Context: an optimization exercise on an open-source flow, tuned for small area. The choices shown serve that exercise and are no tape-out recipe.
In this exercise RTL edits were held to simulation tests only and were not proved equivalent to the original.
Power and IR drop assume default switching activity.

Design riscv, start of the top module:
module riscv(
    input  wire        clk,
    input  wire        rst,
    input  wire [31:0] inst_i,
    output wire [31:0] inst_addr_o,
    output reg         inst_ce_o,
    input  wire [31:0] data_i,
    output wire        data_we_o,
    output wire        data_ce_o,
    output wire [31:0] data_addr_o,
    output wire [31:0] data_o
);
Size: ~2500 cells after synthesis, about 1100 flip-flops, about 170 I/O pins, about 30000 um2 of cells after synthesis.
Settings: LEC_CHECK=0, ABC_AREA=1, CAP_MARGIN=10, CORE_MARGIN=2, CORE_UTILIZATION=55, GPL_TIMING_DRIVEN=0, SETUP_SLACK_MARGIN=0, SLEW_MARGIN=10; clock period 10.0 ns.
standard.sh (not shown) runs the stock make flow with config.mk's settings and CLKGATE_MAP_FILE= SYNTH_SCRIPT=/design/flow/synth_recipe.tcl, a recipe that flattens the netlist after the stock synthesis.
==> flow/flow/run.sh <==
#!/bin/bash
# The standard layout (standard.sh), except that:
#  - synthesis maps the logic with an area-only ABC script
#    (flow/abc_area.script) in place of ORFS's abc_area.script; everything
#    else in synthesis is ORFS's unchanged, so the registers keep the
#    standard synthesis's names and cells;
#  - clock tree synthesis inserts no dummy loads and clusters up to 16 sinks, buffered with sky130_fd_sc_hd__clkbuf_8;
#  - every input and output port still gets its own buffer, but a
#    sky130_fd_sc_hd__buf_1 rather than the buffer buffer_ports picks itself.
set -euo pipefail
W=$(pwd)
rm -rf "$W/scripts_mod"
cp -r "$FLOW_HOME/scripts" "$W/scripts_mod"
cp "$W/flow/abc_area.script" "$W/scripts_mod/abc_area.script"
SCRIPTS_DIR="$W/scripts_mod" bash "$W/standard.sh" synth > "$W/synth.log" 2>&1
export BUFFER_PORTS_ARGS="-buffer_cell sky130_fd_sc_hd__buf_1"
export CTS_ARGS="-sink_clustering_enable -repair_clock_nets -dont_use_dummy_load -sink_clustering_size 16 -sink_clustering_max_diameter 80 -buf_list sky130_fd_sc_hd__clkbuf_8"
bash "$W/standard.sh" finish > "$W/layout.log" 2>&1
==> flow/flow/abc_area.script <==
strash
dch -f
map -a
strash
dch -f
map -a
strash
dch -f
map -a
topo
Edit:
- CAP_MARGIN: 10 -> 20
- CORE_UTILIZATION: 55 -> 45
- SLEW_MARGIN: 10 -> 20
Area after synthesis is unchanged.
First-iteration DRC count decreases by roughly a tenth.
Core utilization is lower by 11 points.
Edit:
==> flow/flow/run.sh (replaced) <==
#!/bin/bash
# The standard layout (standard.sh), except that:
#  - synthesis maps the logic with an area-only ABC script
#    (flow/abc_area.script) in place of ORFS's abc_area.script; everything
#    else in synthesis is ORFS's unchanged, so the registers keep the
#    standard synthesis's names and cells;
#  - clock tree synthesis inserts no dummy loads and clusters up to 10 sinks, buffered with sky130_fd_sc_hd__clkbuf_4;
#  - every input and output port still gets its own buffer, but a
#    sky130_fd_sc_hd__buf_1 rather than the buffer buffer_ports picks itself.
set -euo pipefail
W=$(pwd)
rm -rf "$W/scripts_mod"
cp -r "$FLOW_HOME/scripts" "$W/scripts_mod"
cp "$W/flow/abc_area.script" "$W/scripts_mod/abc_area.script"
SCRIPTS_DIR="$W/scripts_mod" bash "$W/standard.sh" synth > "$W/synth.log" 2>&1
export BUFFER_PORTS_ARGS="-buffer_cell sky130_fd_sc_hd__buf_1"
export CTS_ARGS="-sink_clustering_enable -repair_clock_nets -dont_use_dummy_load -sink_clustering_size 10 -sink_clustering_max_diameter 60 -buf_list sky130_fd_sc_hd__clkbuf_4"
bash "$W/standard.sh" finish > "$W/layout.log" 2>&1
- sequential power is about the same
- non-clock buffer count does not change
- die area does not change
- total power came out lower by 1.2%
- setup slack improved by 0.10 ns
Edit:
==> flow/flow/run.sh (replaced) <==
#!/bin/bash
# The standard layout (standard.sh), except that:
#  - synthesis maps the logic with an area-only ABC script
#    (flow/abc_area.script) in place of ORFS's abc_area.script; everything
#    else in synthesis is ORFS's unchanged, so the registers keep the
#    standard synthesis's names and cells;
#  - clock tree synthesis inserts no dummy loads and clusters up to 16 sinks, buffered with sky130_fd_sc_hd__clkbuf_8;
#  - every input and output port still gets its own buffer, but a
#    sky130_fd_sc_hd__buf_1 rather than the buffer buffer_ports picks itself.
set -euo pipefail
W=$(pwd)
rm -rf "$W/scripts_mod"
cp -r "$FLOW_HOME/scripts" "$W/scripts_mod"
cp "$W/flow/abc_area.script" "$W/scripts_mod/abc_area.script"
SCRIPTS_DIR="$W/scripts_mod" bash "$W/standard.sh" synth > "$W/synth.log" 2>&1
export BUFFER_PORTS_ARGS="-buffer_cell sky130_fd_sc_hd__buf_1"
export CTS_ARGS="-sink_clustering_enable -repair_clock_nets -dont_use_dummy_load -sink_clustering_size 16 -sink_clustering_max_diameter 80 -buf_list sky130_fd_sc_hd__clkbuf_8"
bash "$W/standard.sh" finish > "$W/layout.log" 2>&1
- CAP_MARGIN: 20 -> 10
- SLEW_MARGIN: 20 -> 10
Result: Critical path depth falls by 4. Worst hold slack gains 0.025 ns. Final cell count falls slightly. Sequential share of layout area is about the same. Core utilization is about the same. Via count falls slightly. Power rises slightly. Die area is unchanged. Global-route usage falls by 0.48 points. First-iteration DRC count rises slightly.

---

riscv, a different RTL version from the one above (not shown whole).
Size: about 3000 cells after synthesis, roughly 1100 flip-flops, ~170 I/O pins.
make LEC_CHECK=0 ABC_AREA=1 CAP_MARGIN=20 CORE_MARGIN=2 CORE_UTILIZATION=45 CTS_BUF_LIST=sky130_fd_sc_hd__clkbuf_8 CTS_CLUSTER_DIAMETER=80 CTS_CLUSTER_SIZE=16 GPL_TIMING_DRIVEN=0 SETUP_SLACK_MARGIN=0 SLEW_MARGIN=20 finish   # period 10.0 ns
run.sh (not shown) runs the stock make flow with config.mk's settings and CLKGATE_MAP_FILE= SYNTH_SCRIPT=/design/flow/synth_recipe.tcl, a recipe that flattens the netlist after the stock synthesis.
Stock flow here: none of the scripts above is used.
The first run finished with timing, DRC and antenna clean.
Next try:
==> flow/flow/run.sh (new file) <==
#!/bin/bash
# The standard layout (standard.sh), except that:
#  - synthesis maps the logic with an area-only ABC script
#    (flow/abc_area.script) in place of ORFS's abc_area.script; everything
#    else in synthesis is ORFS's unchanged, so the registers keep the
#    standard synthesis's names and cells;
#  - clock tree synthesis inserts no dummy loads and clusters up to 16 sinks, buffered with sky130_fd_sc_hd__clkbuf_8;
#  - every input and output port still gets its own buffer, but a
#    sky130_fd_sc_hd__buf_1 rather than the buffer buffer_ports picks itself.
set -euo pipefail
W=$(pwd)
rm -rf "$W/scripts_mod"
cp -r "$FLOW_HOME/scripts" "$W/scripts_mod"
cp "$W/flow/abc_area.script" "$W/scripts_mod/abc_area.script"
SCRIPTS_DIR="$W/scripts_mod" bash "$W/standard.sh" synth > "$W/synth.log" 2>&1
export BUFFER_PORTS_ARGS="-buffer_cell sky130_fd_sc_hd__buf_1"
export CTS_ARGS="-sink_clustering_enable -repair_clock_nets -dont_use_dummy_load -sink_clustering_size 16 -sink_clustering_max_diameter 80 -buf_list sky130_fd_sc_hd__clkbuf_8"
bash "$W/standard.sh" finish > "$W/layout.log" 2>&1
==> flow/flow/abc_area.script (new file) <==
strash
dch -f
map -a
topo
==> flow/standard.sh (new file) <==
#!/bin/bash
# synth_recipe.tcl (not shown) runs the flow's synth.tcl, then flattens the netlist and writes it again
# the make line also repeats each setting of config.mk as NAME=value (left out here)
make -C /OpenROAD-flow-scripts/flow DESIGN_CONFIG=/design/flow/config.mk WORK_HOME=/design/flow/orfs CLKGATE_MAP_FILE= SYNTH_SCRIPT=/design/flow/synth_recipe.tcl "${@:-finish}"
Settings changed: CTS_BUF_LIST sky130_fd_sc_hd__clkbuf_8 to unset, CTS_CLUSTER_DIAMETER 80 to unset, CTS_CLUSTER_SIZE 16 to unset.
removed: flow/run.sh
The changed run produced a clean layout. Design area shrinks by 6.6%. Utilization shrinks by 1.3 points. Non-clock buffer count shrinks by 44. Total power shrinks by 3.5%. Setup slack got worse by 1.7 ns. Clock-buffer cell count shrinks by 3.
Next try:
==> flow/flow/run.sh (replaced) <==
#!/bin/bash
# The standard layout (standard.sh), except that:
#  - synthesis maps the logic with an area-only ABC script
#    (flow/abc_area.script) in place of ORFS's abc_area.script; everything
#    else in synthesis is ORFS's unchanged, so the registers keep the
#    standard synthesis's names and cells;
#  - clock tree synthesis inserts no dummy loads and clusters up to 24 sinks.
set -euo pipefail
W=$(pwd)
rm -rf "$W/scripts_mod"
cp -r "$FLOW_HOME/scripts" "$W/scripts_mod"
cp "$W/flow/abc_area.script" "$W/scripts_mod/abc_area.script"
SCRIPTS_DIR="$W/scripts_mod" bash "$W/standard.sh" synth > "$W/synth.log" 2>&1
export CTS_ARGS="-sink_clustering_enable -repair_clock_nets -dont_use_dummy_load -sink_clustering_size 24 -sink_clustering_max_diameter 100"
bash "$W/standard.sh" finish > "$W/layout.log" 2>&1
Outcome: Core utilization grows by 1.9 points; routed wire length is higher by about 3.5%; clock-buffer cell count drops by 26; area after synthesis stays the same; power came out higher by about 4.4%; design area came out higher by about 4%; sequential cell count is unchanged; worst hold slack degrades by 0.028 ns; clock skew increases by 0.027 ns; global-route usage came out higher by 0.58 points; die area stays the same.
Next try:
==> flow/run.sh (new file) <==
#!/bin/bash
# synth_recipe.tcl (not shown) runs the flow's synth.tcl, then flattens the netlist and writes it again
# the make line also repeats each setting of config.mk as NAME=value (left out here)
make -C /OpenROAD-flow-scripts/flow DESIGN_CONFIG=/design/flow/config.mk WORK_HOME=/design/flow/orfs CLKGATE_MAP_FILE= SYNTH_SCRIPT=/design/flow/synth_recipe.tcl finish
Settings changed: CTS_CLUSTER_DIAMETER set to 100, CTS_CLUSTER_SIZE set to 24.
removed: flow/flow/run.sh
removed: flow/flow/abc_area.script
removed: flow/standard.sh
After rerunning:
- setup slack is better by 2.0 ns
- clock skew came out lower by 0.067 ns
- design area came out higher by about 3.7%
- global-route usage came out higher by 2.0 points
- flip-flop and latch count is unchanged
- routed wire length came out higher by about 12%

## what the ideal ports hide
The flow's constraints put no driver on any port. The routed layouts listed below were extracted and timed again, unchanged, in two steps. Step 1: set_driving_cell puts a clkbuf_16 on clk and a buf_2 on each other input, an assumption about the parent block. Step 2 also shifts input and output timing later by t, the mid clock arrival at the registers, as if the neighbouring blocks saw the same clock. a / b / c = no drivers / after step 1 / after step 2; a / b = the first two.
| run | t (ns) | setup slack, ns | hold WS [ns] | worst setup path after step 2 |
|---|---|---|---|---|
| the first run of note 1 | 0.724 | 0.688 / 0.688 / 0.688 | 0.308 / 0.308 / 0.308 | register to register |
| the second run of note 1 | 0.722 | 0.371 / 0.334 / -0.388 | 0.290 / 0.290 / 0.290 | input to register |
| the third run of note 1 | 1.008 | 0.474 / 0.436 / -0.572 | 0.273 / 0.273 / 0.273 | input to register |
| the fourth run of note 1 | 0.728 | 0.477 / 0.447 / -0.281 | 0.298 / 0.298 / 0.298 | input to register |
| the first run of note 2 | 0.774 | 2.550 / 2.511 / 1.737 | 0.310 / 0.310 / 0.310 | input to register |
| the second run of note 2 | 0.729 | 0.892 / 0.892 / 0.309 | 0.297 / 0.297 / 0.297 | input to register |
| the third run of note 2 | 0.675 | 0.601 / 0.622 / -0.053 | 0.269 / 0.269 / 0.269 | input to register |
| the fourth run of note 2 | 0.708 | 2.554 / 2.533 / 1.825 | 0.318 / 0.318 / 0.318 | input to register |
With both steps, setup timing fails in the second run of note 1, the third run of note 1, the fourth run of note 1 and the third run of note 2, where it was met with ideal ports. The setup slack of the third run of note 1, which loses most, moves by -0.038 ns with the drivers and by -1.046 ns with both steps.
